Source: an optimization exercise on an open RTL-to-GDS flow (aim: small area and a short achievable clock period). Production flows keep margins and buffers that such runs may drop.
Where RTL was checked, it was by simulation tests only, not by an equivalence proof against the original.
No functional check of the RTL was part of run 2.
Power is estimated from default activity; no workload was simulated.

--- flow/run.sh ---
#!/bin/bash
# synth_recipe.tcl (not shown) runs the flow's synth.tcl, then flattens the netlist and writes it again
# the make line also repeats each setting of config.mk as NAME=value (left out here)
make -C /OpenROAD-flow-scripts/flow DESIGN_CONFIG=/design/flow/config.mk WORK_HOME=/design/flow/orfs CLKGATE_MAP_FILE= SYNTH_SCRIPT=/design/flow/synth_recipe.tcl finish
--- flow/config.mk ---
export PLATFORM = sky130hd
export DESIGN_NAME = datapath
export DESIGN_NICKNAME = datapath
export VERILOG_FILES = /design/flow/design.v
export SDC_FILE = /design/flow/constraint.sdc
export NUM_CORES = 4
export LEC_CHECK = 0
export CAP_MARGIN = 20
export CORE_MARGIN = 2
export CORE_UTILIZATION = 60
export SETUP_SLACK_MARGIN = 2.5
export SLEW_MARGIN = 20
export SYNTH_HIERARCHICAL = 1
export SYNTH_MINIMUM_KEEP_SIZE = 0
--- flow/constraint.sdc ---
create_clock -name core_clock -period 5.5 [get_ports {clk}]
set_input_delay 1.1000 -clock core_clock [delete_from_list [all_inputs] [get_ports {clk}]]
set_output_delay 1.1000 -clock core_clock [all_outputs]
set_load 0.01 [all_outputs]
--- flow/design.v ---
module ALU(Aq, Bq, imm, shift, asel, bsel, ALUop, out, Z);
  input  [15:0] Aq, Bq;
  input  [4:0]  imm;
  input  [1:0]  shift, ALUop;
  input         asel, bsel;
  output [15:0] out;
  output        Z;
  wire [15:0] sh  = (shift == 2'b00) ? Bq :
                    (shift == 2'b01) ? {Bq[14:0], 1'b0} :
                    (shift == 2'b10) ? {1'b0, Bq[15:1]} :
                                       {Bq[15], Bq[15:1]};
  wire [15:0] Bin = bsel ? {11'b0, imm} : sh;
  wire [15:0] Ain = asel ? 16'b0 : Aq;
  wire        cin = ALUop[0];
  wire [15:0] bx  = Bin ^ {16{ALUop[0]}};
  wire [15:0] g0  = Ain & bx;
  wire [15:0] t   = Ain | bx;
  wire [15:0] p   = Ain ^ bx;
  wire [15:0] g   = {g0[15:1], g0[0] | (t[0] & cin)};
  wire [15:0] x   = ALUop[0] ? bx : g0;
  wire [15:0] y0  = ALUop[1] ? x : p;
  wire [15:0] y1  = ALUop[1] ? x : ~p;
  wire [15:0] c;
  wire g1_1;
  wire g1_3;
  wire t1_3;
  wire g1_5;
  wire t1_5;
  wire g1_7;
  wire t1_7;
  wire g1_9;
  wire t1_9;
  wire g1_11;
  wire t1_11;
  wire g1_13;
  wire t1_13;
  wire g1_1_i;
  wire g2_2;
  wire g2_3;
  wire g1_5_i;
  wire t1_5_i;
  wire g2_6;
  wire t2_6;
  wire g2_7;
  wire t2_7;
  wire g1_9_i;
  wire t1_9_i;
  wire g2_10;
  wire t2_10;
  wire g2_11;
  wire t2_11;
  wire g1_13_i;
  wire t1_13_i;
  wire g2_14;
  wire t2_14;
  wire g3_4;
  wire g2_3_i;
  wire g3_5;
  wire g3_6;
  wire g3_7;
  wire g3_12;
  wire t3_12;
  wire g2_11_i;
  wire t2_11_i;
  wire g3_13;
  wire t3_13;
  wire g3_14;
  wire t3_14;
  wire g3_7_i;
  wire g4_8;
  wire g4_9;
  wire g4_10;
  wire g4_11;
  wire g4_12;
  wire g4_13;
  wire g4_14;
  g_aoi u1 (.gh(g[1]), .th(t[1]), .gl(g[0]), .go(g1_1));
  pg_aoi u2 (.gh(g[3]), .th(t[3]), .gl(g[2]), .tl(t[2]), .go(g1_3), .to(t1_3));
  pg_aoi u3 (.gh(g[5]), .th(t[5]), .gl(g[4]), .tl(t[4]), .go(g1_5), .to(t1_5));
  pg_aoi u4 (.gh(g[7]), .th(t[7]), .gl(g[6]), .tl(t[6]), .go(g1_7), .to(t1_7));
  pg_aoi u5 (.gh(g[9]), .th(t[9]), .gl(g[8]), .tl(t[8]), .go(g1_9), .to(t1_9));
  pg_aoi u6 (.gh(g[11]), .th(t[11]), .gl(g[10]), .tl(t[10]), .go(g1_11), .to(t1_11));
  pg_aoi u7 (.gh(g[13]), .th(t[13]), .gl(g[12]), .tl(t[12]), .go(g1_13), .to(t1_13));
  pfx_inv u8 (.a(g1_1), .y(g1_1_i));
  g_aoi u9 (.gh(g[2]), .th(t[2]), .gl(g1_1_i), .go(g2_2));
  g_oai u10 (.gh(g1_3), .th(t1_3), .gl(g1_1), .go(g2_3));
  pfx_inv u11 (.a(g1_5), .y(g1_5_i));
  pfx_inv u12 (.a(t1_5), .y(t1_5_i));
  pg_aoi u13 (.gh(g[6]), .th(t[6]), .gl(g1_5_i), .tl(t1_5_i), .go(g2_6), .to(t2_6));
  pg_oai u14 (.gh(g1_7), .th(t1_7), .gl(g1_5), .tl(t1_5), .go(g2_7), .to(t2_7));
  pfx_inv u15 (.a(g1_9), .y(g1_9_i));
  pfx_inv u16 (.a(t1_9), .y(t1_9_i));
  pg_aoi u17 (.gh(g[10]), .th(t[10]), .gl(g1_9_i), .tl(t1_9_i), .go(g2_10), .to(t2_10));
  pg_oai u18 (.gh(g1_11), .th(t1_11), .gl(g1_9), .tl(t1_9), .go(g2_11), .to(t2_11));
  pfx_inv u19 (.a(g1_13), .y(g1_13_i));
  pfx_inv u20 (.a(t1_13), .y(t1_13_i));
  pg_aoi u21 (.gh(g[14]), .th(t[14]), .gl(g1_13_i), .tl(t1_13_i), .go(g2_14), .to(t2_14));
  g_aoi u22 (.gh(g[4]), .th(t[4]), .gl(g2_3), .go(g3_4));
  pfx_inv u23 (.a(g2_3), .y(g2_3_i));
  g_oai u24 (.gh(g1_5), .th(t1_5), .gl(g2_3_i), .go(g3_5));
  g_oai u25 (.gh(g2_6), .th(t2_6), .gl(g2_3_i), .go(g3_6));
  g_aoi u26 (.gh(g2_7), .th(t2_7), .gl(g2_3), .go(g3_7));
  pg_aoi u27 (.gh(g[12]), .th(t[12]), .gl(g2_11), .tl(t2_11), .go(g3_12), .to(t3_12));
  pfx_inv u28 (.a(g2_11), .y(g2_11_i));
  pfx_inv u29 (.a(t2_11), .y(t2_11_i));
  pg_oai u30 (.gh(g1_13), .th(t1_13), .gl(g2_11_i), .tl(t2_11_i), .go(g3_13), .to(t3_13));
  pg_oai u31 (.gh(g2_14), .th(t2_14), .gl(g2_11_i), .tl(t2_11_i), .go(g3_14), .to(t3_14));
  pfx_inv u32 (.a(g3_7), .y(g3_7_i));
  g_aoi u33 (.gh(g[8]), .th(t[8]), .gl(g3_7_i), .go(g4_8));
  g_oai u34 (.gh(g1_9), .th(t1_9), .gl(g3_7), .go(g4_9));
  g_oai u35 (.gh(g2_10), .th(t2_10), .gl(g3_7), .go(g4_10));
  g_aoi u36 (.gh(g2_11), .th(t2_11), .gl(g3_7_i), .go(g4_11));
  g_oai u37 (.gh(g3_12), .th(t3_12), .gl(g3_7), .go(g4_12));
  g_aoi u38 (.gh(g3_13), .th(t3_13), .gl(g3_7_i), .go(g4_13));
  g_aoi u39 (.gh(g3_14), .th(t3_14), .gl(g3_7_i), .go(g4_14));
  assign c = {~g4_14, ~g4_13, g4_12, ~g4_11, g4_10, g4_9, ~g4_8, ~g3_7, g3_6, g3_5, ~g3_4, g2_3, ~g2_2, ~g1_1, g[0], cin};
  assign out = (c & y1) | (~c & y0);
  wire [15:0] zb = ALUop[1] ? ~x : (p ~^ {t[14:0], cin});
  assign Z = &zb;
endmodule
module pg_aoi(gh, th, gl, tl, go, to);
  input gh, th, gl, tl;
  output go, to;
  assign go = ~(gh | (th & gl));
  assign to = ~(th & tl);
endmodule
module g_aoi(gh, th, gl, go);
  input gh, th, gl;
  output go;
  assign go = ~(gh | (th & gl));
endmodule
module pg_oai(gh, th, gl, tl, go, to);
  input gh, th, gl, tl;
  output go, to;
  assign go = ~(gh & (th | gl));
  assign to = ~(th | tl);
endmodule
module g_oai(gh, th, gl, go);
  input gh, th, gl;
  output go;
  assign go = ~(gh & (th | gl));
endmodule
module pfx_inv(a, y);
  input a;
  output y;
  assign y = ~a;
endmodule
module regfile(data_in, writenum, write, readnum, clk, data_out);
  input [15:0] data_in;
  input [2:0] writenum, readnum;
  input write, clk;
  output [15:0] data_out;
  reg [15:0] R [7:0];
  always_ff @(posedge clk)
    if (write)
      R[writenum] <= data_in;
  assign data_out = R[readnum];
endmodule
module datapath (clk, writenum, readnum, write, datapath_in, vsel, loada, loadb, loadc, shift, asel, bsel, ALUop, loads, Z_out, datapath_out);
  input write, clk, loada, loadb, loadc, asel, bsel, loads, vsel;
  input [1:0] ALUop, shift;
  input [2:0] writenum, readnum;
  input [15:0] datapath_in;
  output reg Z_out;
  output reg [15:0] datapath_out;
  reg  [15:0] aloaded, in;
  wire [15:0] data_in, data_out, out;
  wire Z;
  assign data_in = vsel ? datapath_in : datapath_out;
  regfile REGFILE(data_in, writenum, write, readnum, clk, data_out);
  always_ff @(posedge clk) if (loada) aloaded <= data_out;
  always_ff @(posedge clk) if (loadb) in <= data_out;
  ALU alu(aloaded, in, datapath_in[4:0], shift, asel, bsel, ALUop, out, Z);
  always_ff @(posedge clk) if (loads) Z_out <= Z;
  always_ff @(posedge clk) if (loadc) datapath_out <= out;
endmodule
==> results of run 1 <==
## through the flow
step / util (%) / instances / instance area (um^2) / hold slack (ps) / power [mW]
after CTS: 73.67 / 853 / 10710 / 714.2 / 3.454
after detailed placement: 66.08 / 794 / 9604 / 692.7 / 2.199
after global placement: 66.08 / 794 / 9604 / 673.3 / 2.186
after global routing: 74.60 / 859 / 10840 / 737.0 / 3.588
after floorplan: - / 573 / 9015 / 677.7 / 2.023
final: 74.60 / 859 / 10840 / 722.7 / 3.460
## worst max-delay path by stage
stage	startpoint	cells past startpoint	end
6_report	shift[0]	11	Z_out
5_1_grt	shift[0]	12	Z_out
4_1_cts	shift[0]	12	Z_out
3_5_place_dp	shift[0]	13	datapath_out[14]
3_3_place_gp	shift[0]	13	datapath_out[14]
2_1_floorplan	shift[0]	14	datapath_out[14]
## per-module statistics from Yosys, one instance, submodules excluded, a selection
module	cells inside	times used
g_aoi	1	8
regfile	198	1
pfx_inv	1	11
pg_aoi	2	10
ALU	255	1
pg_oai	2	4
datapath	67	1
## power by group
group          switching [mW]  total, mW  internal, mW
combinational           0.355      0.667         0.311
sequential             0.0331       1.61          1.58
clock                   0.566       1.18         0.614
## layout make-up
| cell class | instances | area [um^2] |
|---|---|---|
| clock inverter | 14 | 165.2 |
| clock buffer | 18 | 429.2 |
| tap | 184 | 230.2 |
| fill | 889 | 3691 |
| multi-input combinational | 347 | 3660 |
| inverter | 22 | 90.09 |
| timing repair buffer | 97 | 953.4 |
| sequential | 177 | 5315 |
## routing by layer
metal	up-vias	part of all wire [%]	global-route usage, %	wire [um]
met5	-	0	0	0
met4	0	3.2	9.438	630
met3	46	4.1	4.715	817
met2	163	51	43.83	10080
met1	2677	42	34.48	8310
li1	2397	-	-	-
## placed cells by master (no fill, tap or decap), types with 10 or more instances in the layout
cell and instances:
edfxtp_1 177, clkdlybuf4s50_1 41, buf_4 39, mux4_1 28, nand2_1 26, mux2_2 25
nor2b_1 22, xnor2_1 20, inv_1 17, clkbuf_16 17, xor2_1 15, nor2_1 13
a21oi_2 13, mux2i_1 12, o21ai_0 12, mux2_4 10, o211ai_1 10
## logic make-up after synthesis
logic type      after synthesis
flops                       177
simple gates                116
compound gates               88
mux                          84
buf+inv                      49
xor+xnor                     41
fa+ha+maj                    18
## registers in the layout, indices dropped and copies added, names as in the netlist
register and count:
Z_out 1, REGFILE.R 128, datapath_out 16, aloaded 16
in 16
## timing repair
action,4_1_cts,5_1_grt
gates resized for setup,88,21
pin swaps,32,17
buffers inserted,25,6
setup endpoints to repair,17,13
cloned,2,0
==> results.py, run 1 <==
metrics = {
    "yosys": {
        "synthArstFlopShare_pct": 0,
        "synth_edf_count": 177,
        "synth.avg_cell_area_um2": 15.59,
        "synth_seq_area_share_pct": 59.50,
        "synth_xor_area_share_pct": 4.020,
        "synth.area.mux_share_pct": 15.98,
        "synth.cell_area_um2": 8934,
        "synth_compound_area_share_pct": 7.339,
        "yosysTopAreaCell": "edfxtp_1",
        "ys_seq_elements": 177,
        "synth.net_count": 626,
        "yosysWarnings": 8,
        "synthAdderAreaFrac_pct": 2.521,
        "netlist_top_cells_count": "edfxtp_1 (177), nand2_1 (29), mux4_1 (28), mux2_2 (25), nor2b_1 (22)",
        "yosysMostFrequentCell": "edfxtp_1",
        "syn_inst": 573,
        "synth.area.top_cells": "edfxtp_1 (59%), mux4_1 (8.2%), mux2_2 (3.2%)",
        "netlist.area_leader.share_pct": 59.50,
        "synth_top_family_by_area": "multiplexers",
        "synthSimpleGateAreaFrac_pct": 6.989,
        "synthDistinctLibCells": 54,
        "synth_flop_cell": "edfxtp_1",
    },
    "timing": {
        "fin_ws_ps": 2335,
        "slew_viol_final": 0,
        "skew_ps": 7.551,
        "grt_setup_unrepaired": "yes",
        "finalCritPeriodShare_pct": 57.54,
        "fin_crit_ps": 3165,
        "setup_viol": 0,
        "timing.slew.headroom_pct": 28.10,
        "fin_setup_tns_ps": 0,
        "max_slew.worst_pin.slew_ps": 1075,
        "final_hold_viol_count": 0,
        "max_freq_mhz": 316.0,
    },
    "power": {
        "p_leak_nw": 3.864,
        "power_per_cell_area_nw_per_um2": 319.1,
        "ir_drop_v": 0.0004937,
    },
    "worst_setup_path": {
        "arrival_ps": 3410,
        "path_max_fanout": 8,
        "crit_chain": "buf_16, buf_8, mux2i_2, a211oi_2, xor2_1, ha_2, nor3_2, a31oi_2, or4b_4, or3_4, o41ai_2",
        "reg2reg_from": "in[8]",
        "end_kind": "flop",
        "cp.required_ps": 5750,
        "path_delay_family": "simple AND/OR/NAND/NOR gates",
        "critPathKind": "primary input to flop",
        "r2r-end": "Z_out",
        "cp_num_buf_inv": 2,
        "cp_slowest_stage_delay_ps": 560,
        "reg2reg_slack_ps": 2770,
        "startpoint_type": "primary input",
        "cpMaxStageDelayCell": "or4b_4",
        "reg2reg_depth": 9,
    },
    "placement": {
        "io_buffers": 51,
        "place_congestion": 0.9351,
        "dp_slack_ps": 823.2,
        "dpl.hpwl_um": 12840,
    },
    "drt": {
        "first_pass_iters": 5,
        "vias": 5283,
        "drcViolationCount": 0,
        "route.detailed.wl_per_inst_um": 23.10,
        "wl_um": 19840,
        "drt_iter0_drc": 491,
        "viasPerCell": 6.150,
        "antenna_left": 0,
    },
    "run_status": {
        "outcome": "finished clean",
    },
    "clock_tree": {
        "cts_tree": "built",
        "clockBufferDepth": 2,
        "numCtsBuffers": 17,
        "htreeDepth": 4,
        "root_buffer": "clkbuf_16",
        "cts.sinks": 177,
        "ctsHoldBuffers": 0,
        "clkSlewWorstSetupHoldPaths_ps": 70,
        "clock_latency_ps": 430,
    },
    "floorplan": {
        "die_w_um": 126.0,
        "core.rowCount": 44,
        "ios": 52,
        "die_area_um2": 15880,
        "die_y_um": 126.0,
        "initial_core_util_pct": 61.47,
        "core_um2": 14530,
    },
    "min_path": {
        "holdCritPathClass": "flop to flop",
        "min_to": "REGFILE.R[3][5]",
        "min_from": "datapath_out[5]",
        "holdPathStages": 1,
    },
    "flow_run": {
        "max_cap_violations": 0,
    },
    "cells_and_area": {
        "insertedDiodeCount": 0,
        "finalNetCount": 715,
        "drive_gt1_share_pct": 33.33,
        "area_growth_pct": 21.37,
    },
    "global_route": {
        "grt_max_degree": 46,
        "grt_pass1_wl_um": 30570,
        "grt_pass1_vias": 5408,
        "track_usage_pct": 26.07,
        "overflow": 0,
        "antenna_found_initial": 0,
    },
}
==> inputs of run 2 (changes only) <==
--- a/flow/design.v
+++ b/flow/design.v
@@ -1,10 +1,10 @@
-module ALU(Aq, Bq, imm, shift, asel, bsel, ALUop, out, Z);
-  input  [15:0] Aq, Bq;
+module ALU(Aq, Bq, imm, shift, asel, bsel, ALUop, Cq, loadc, Sq, loads, Cnext, Snext);
+  input  [15:0] Aq, Bq, Cq;
   input  [4:0]  imm;
   input  [1:0]  shift, ALUop;
-  input         asel, bsel;
-  output [15:0] out;
-  output        Z;
+  input         asel, bsel, loadc, Sq, loads;
+  output [15:0] Cnext;
+  output        Snext;
   wire [15:0] sh  = (shift == 2'b00) ? Bq :
                     (shift == 2'b01) ? {Bq[14:0], 1'b0} :
                     (shift == 2'b10) ? {1'b0, Bq[15:1]} :
@@ -18,8 +18,8 @@
   wire [15:0] p   = Ain ^ bx;
   wire [15:0] g   = {g0[15:1], g0[0] | (t[0] & cin)};
   wire [15:0] x   = ALUop[0] ? bx : g0;
-  wire [15:0] y0  = ALUop[1] ? x : p;
-  wire [15:0] y1  = ALUop[1] ? x : ~p;
+  wire [15:0] y0  = loadc ? (ALUop[1] ? x : p) : Cq;
+  wire [15:0] y1  = loadc ? (ALUop[1] ? x : ~p) : Cq;
   wire [15:0] c;
   wire g1_1;
   wire g1_3;
@@ -114,9 +114,19 @@
   g_aoi u38 (.gh(g3_13), .th(t3_13), .gl(g3_7_i), .go(g4_13));
   g_aoi u39 (.gh(g3_14), .th(t3_14), .gl(g3_7_i), .go(g4_14));
   assign c = {~g4_14, ~g4_13, g4_12, ~g4_11, g4_10, g4_9, ~g4_8, ~g3_7, g3_6, g3_5, ~g3_4, g2_3, ~g2_2, ~g1_1, g[0], cin};
-  assign out = (c & y1) | (~c & y0);
+  genvar i;
+  generate
+    for (i = 0; i < 16; i = i + 1) begin : sel
+      csel u (.c(c[i]), .y0(y0[i]), .y1(y1[i]), .o(Cnext[i]));
+    end
+  endgenerate
   wire [15:0] zb = ALUop[1] ? ~x : (p ~^ {t[14:0], cin});
-  assign Z = &zb;
+  assign Snext = loads ? &zb : Sq;
+endmodule
+module csel(c, y0, y1, o);
+  input c, y0, y1;
+  output o;
+  assign o = c ? y1 : y0;
 endmodule
 module pg_aoi(gh, th, gl, tl, go, to);
   input gh, th, gl, tl;
@@ -150,11 +160,24 @@
   input [2:0] writenum, readnum;
   input write, clk;
   output [15:0] data_out;
-  reg [15:0] R [7:0];
-  always_ff @(posedge clk)
-    if (write)
-      R[writenum] <= data_in;
+  reg  [15:0] R [7:0];
+  wire [15:0] Rn [7:0];
+  genvar k, b;
+  generate
+    for (k = 0; k < 8; k = k + 1) begin : r
+      wire we = write & (writenum == k);
+      for (b = 0; b < 16; b = b + 1) begin : bit_
+        hold_ao h (.e(we), .en(~we), .d(data_in[b]), .q(R[k][b]), .o(Rn[k][b]));
+      end
+      always_ff @(posedge clk) R[k] <= Rn[k];
+    end
+  endgenerate
   assign data_out = R[readnum];
+endmodule
+module hold_ao(e, en, d, q, o);
+  input e, en, d, q;
+  output o;
+  assign o = (e & d) | (en & q);
 endmodule
 module datapath (clk, writenum, readnum, write, datapath_in, vsel, loada, loadb, loadc, shift, asel, bsel, ALUop, loads, Z_out, datapath_out);
   input write, clk, loada, loadb, loadc, asel, bsel, loads, vsel;
@@ -164,13 +187,21 @@
   output reg Z_out;
   output reg [15:0] datapath_out;
   reg  [15:0] aloaded, in;
-  wire [15:0] data_in, data_out, out;
-  wire Z;
+  wire [15:0] data_in, data_out, an, bn, cn;
+  wire sn;
   assign data_in = vsel ? datapath_in : datapath_out;
   regfile REGFILE(data_in, writenum, write, readnum, clk, data_out);
-  always_ff @(posedge clk) if (loada) aloaded <= data_out;
-  always_ff @(posedge clk) if (loadb) in <= data_out;
-  ALU alu(aloaded, in, datapath_in[4:0], shift, asel, bsel, ALUop, out, Z);
-  always_ff @(posedge clk) if (loads) Z_out <= Z;
-  always_ff @(posedge clk) if (loadc) datapath_out <= out;
-endmodule
+  genvar b;
+  generate
+    for (b = 0; b < 16; b = b + 1) begin : ab
+      hold_ao ha (.e(loada), .en(~loada), .d(data_out[b]), .q(aloaded[b]), .o(an[b]));
+      hold_ao hb (.e(loadb), .en(~loadb), .d(data_out[b]), .q(in[b]), .o(bn[b]));
+    end
+  endgenerate
+  always_ff @(posedge clk) aloaded <= an;
+  always_ff @(posedge clk) in <= bn;
+  ALU alu(aloaded, in, datapath_in[4:0], shift, asel, bsel, ALUop,
+          datapath_out, loadc, Z_out, loads, cn, sn);
+  always_ff @(posedge clk) Z_out <= sn;
+  always_ff @(posedge clk) datapath_out <= cn;
+endmodule
==> run 2 against run 1 <==
Die area increased by 3.0%. Core utilization decreased by 1.8 points. First-iteration DRC count increased by 41%. Worst hold slack worse by 250 ps. Sequential power rose by 16%. Synthesized cell count up 65%. Global-route usage rose by 7.2 points. Final cell count is 42% higher. Register-to-register slack better by 80 ps. Power rose by 29%. Cell area up 1.4%. Critical endpoint is now REGFILE.R[0][9]. Still clean. Clock-buffer cell count is 1 higher.
==> results.py, run 2 <==
metrics = {
    "yosys": {
        "ys_seq_elements": 177,
        "synth.net_count": 1000,
        "synth.area.top_cells": "dfxtp_1 (38%), a22o_1 (15%), mux2i_1 (6.2%)",
        "yosysTopAreaCell": "dfxtp_1",
        "synth_seq_area_share_pct": 38.48,
        "synthDistinctLibCells": 67,
        "synth_flop_cell": "dfxtp_1",
        "yosysWarnings": 9,
        "syn_inst": 947,
        "synth_edf_count": 0,
        "synth.cell_area_um2": 9208,
        "netlist.area_leader.share_pct": 38.48,
        "synth.avg_cell_area_um2": 9.723,
        "netlist_top_cells_count": "dfxtp_1 (177), a22o_1 (160), nor2_1 (77), mux2i_1 (57), inv_1 (47)",
        "synthArstFlopShare_pct": 0,
        "yosysMostFrequentCell": "dfxtp_1",
    },
    "cells_and_area": {
        "final-seq-area_um2": 3543,
        "instances_no_fill": 1217,
        "largest_reg_flops": 128,
        "drive_gt1_share_pct": 20.89,
        "multiInputGateArea_um2": 5558,
        "top_register": "REGFILE.R",
        "fill_cells": 1053,
        "final_common_cell": "dfxtp_1",
        "final_area_um2": 10990,
        "area_growth_pct": 19.38,
        "insertedDiodeCount": 0,
        "post-route-util_pct": 72.84,
        "finalNetCount": 1070,
        "final_cell_mix": "dfxtp_1 (177), a22o_1 (160), nor2_1 (77), mux2i_1 (56), nand2_1 (41)",
    },
    "timing": {
        "setup_viol": 0,
        "skew_ps": 10.36,
        "max_freq_mhz": 319.6,
        "worst_hold_slack_ps": 469.5,
        "fin_ws_ps": 2371,
        "fin_crit_ps": 3129,
        "fin_setup_tns_ps": 0,
        "max_slew.worst_pin.slew_ps": 1104,
        "final_hold_viol_count": 0,
        "timing.slew.headroom_pct": 26.20,
        "grt_setup_unrepaired": "yes",
        "finalCritPeriodShare_pct": 56.89,
        "slew_viol_final": 0,
    },
    "floorplan": {
        "die_y_um": 127.9,
        "core.rowCount": 45,
        "core_um2": 15090,
        "initial_core_util_pct": 61.02,
        "die_area_um2": 16350,
        "die_w_um": 127.9,
        "ios": 52,
    },
    "min_path": {
        "holdCritPathClass": "flop to flop",
    },
    "placement": {
        "placed_area_um2": 9851,
        "place_congestion": 0.8805,
        "dpl.hpwl_um": 17880,
        "io_buffers": 51,
        "dp_slack_ps": 973.6,
        "place_inst": 1157,
    },
    "flow_run": {
        "max_cap_violations": 0,
    },
    "drt": {
        "drcViolationCount": 0,
        "top_layer_used": "met4",
        "drt_iter0_drc": 694,
        "wl_um": 27430,
        "m1WireLength_um": 11760,
        "first_pass_iters": 5,
        "antenna_left": 0,
        "vias": 7987,
        "route.met2.wl_um": 13010,
        "viasPerCell": 6.563,
        "wl_met3_um": 1783,
        "route.detailed.wl_per_inst_um": 22.54,
    },
    "worst_setup_path": {
        "arrival_ps": 3460,
        "crit_chain": "clkdlybuf4s50_1, nor2b_1, nand2_1, clkinvlp_4, a22o_1",
        "path_max_fanout": 17,
        "path_delay_family": "buffers and inverters",
        "end_kind": "flop",
        "critPathKind": "primary input to flop",
        "cp_num_buf_inv": 2,
        "cp.required_ps": 5830,
        "cp_slowest_stage_delay_ps": 620,
        "startpoint_type": "primary input",
        "cpMaxStageDelayCell": "nand2_1",
    },
    "global_route": {
        "grt_pass1_vias": 7824,
        "grt_max_degree": 34,
        "grt_pass1_wl_um": 42210,
        "antenna_found_initial": 0,
        "track_usage_pct": 33.27,
        "overflow": 0,
    },
    "clock_tree": {
        "clock_latency_ps": 440,
        "root_buffer": "clkbuf_16",
        "cts_tree": "built",
        "htreeDepth": 4,
        "cts.sinks": 177,
        "numCtsBuffers": 17,
        "clockBufferDepth": 2,
        "clkSlewWorstSetupHoldPaths_ps": 70,
    },
    "power": {
        "p_leak_nw": 4.867,
        "power_per_cell_area_nw_per_um2": 404.9,
        "ir_drop_v": 0.0002507,
        "total_power_mw": 4.451,
    },
    "run_status": {
        "outcome": "finished clean",
    },
}
[run 2: where the power goes]
group          total, mW  leakage, nW  switching, mW  internal [mW]
sequential          1.86         1.48          0.232           1.62
combinational       1.37         3.10          0.666          0.702
clock               1.23        0.283          0.546          0.680
total               4.45         4.87           1.44           3.01
[run 2: cells by family (layout without fill, tap and decap cells)]
kind of cell | count (synthesis) | in the layout | synth area share [%]
fa+ha+maj | 18 | 18 | 2.446
compound gates | 328 | 328 | 28.51
simple gates | 214 | 214 | 11.33
flops | 177 | 177 | 38.48
xor+xnor | 24 | 24 | 2.283
mux | 95 | 95 | 12.03
buf+inv | 91 | 173 | 4.919
[run 2: cell type report]
class,count,share of cell area (%)
clock buffer,19,3.939
clock inverter,12,1.343
tap,188,2.140
sequential,177,32.24
inverter,49,2.003
timing repair inverter,1,0.04553
multi-input combinational,679,50.56
timing repair buffer,92,7.729
[run 2: worst paths after layout]
check	startpoint	endpoint	slack, ps	cells after the start
worst max-delay path	write	REGFILE.R[0][9]	2370	5
worst min-delay path	REGFILE.R[2][9]	REGFILE.R[2][9]	470	1
worst max register to register	in[11]	Z_out	2850	9
worst min register to register	REGFILE.R[2][9]	REGFILE.R[2][9]	470	1
[run 2: modules after synthesis (local to each module, per instance)]
module	area, um^2	flip-flops and latches	copies in the design
ALU	2278	0	1
csel	15.01	0	16
g_oai	5.005	0	6
g_aoi	8.758	0	8
datapath	1237	49	1
pg_oai	12.51	0	4
hold_ao	8.758	0	160
regfile	3734	128	1
pg_aoi	12.51	0	10
pfx_inv	3.754	0	11
[run 2: repair_timing]
item | 4_1_cts | 5_1_grt
resized for setup | 58 | 43
endpoints found under the setup margin | 105 | 60
pin swaps | 15 | 19
hold buffers | 0 | 0
setup buffers | 18 | 10
cloned | 1 | 0
[run 2: layer usage]
layer	global-route usage [%]	vias to the layer above
li1	-	3664
met1	43.31	3887
met2	54.80	353
met3	6.093	83
met4	13.38	0
met5	0	-

re-timing with driven ports:
How much do the figures lean on ideal ports? The routed layouts below were timed once more, with nothing changed but the port constraints.
Step 1 assumes that a clkbuf_16 drives the clock port and a buf_2 every other input.
Step 2 moves the port delays by t, midway between the first and last clock arrival at a register: inputs arrive t later, outputs are due t later. That takes back most of the time a late clock gives input paths.
a / b / c = no drivers / after step 1 / after step 2; a / b = the first two.
run | shift t [ns] | slack for setup (ns) | clock arrival spread, ns
run 1 | 0.471 | 2.335 / 2.318 / 1.847 | 0.011 / 0.011
run 2 | 0.476 | 2.371 / 2.393 / 1.916 | 0.011 / 0.011
After both steps every run listed still meets setup and hold. For run 1, which loses most, drivers alone change the setup slack by -0.017 ns; drivers and shift together by -0.488 ns.
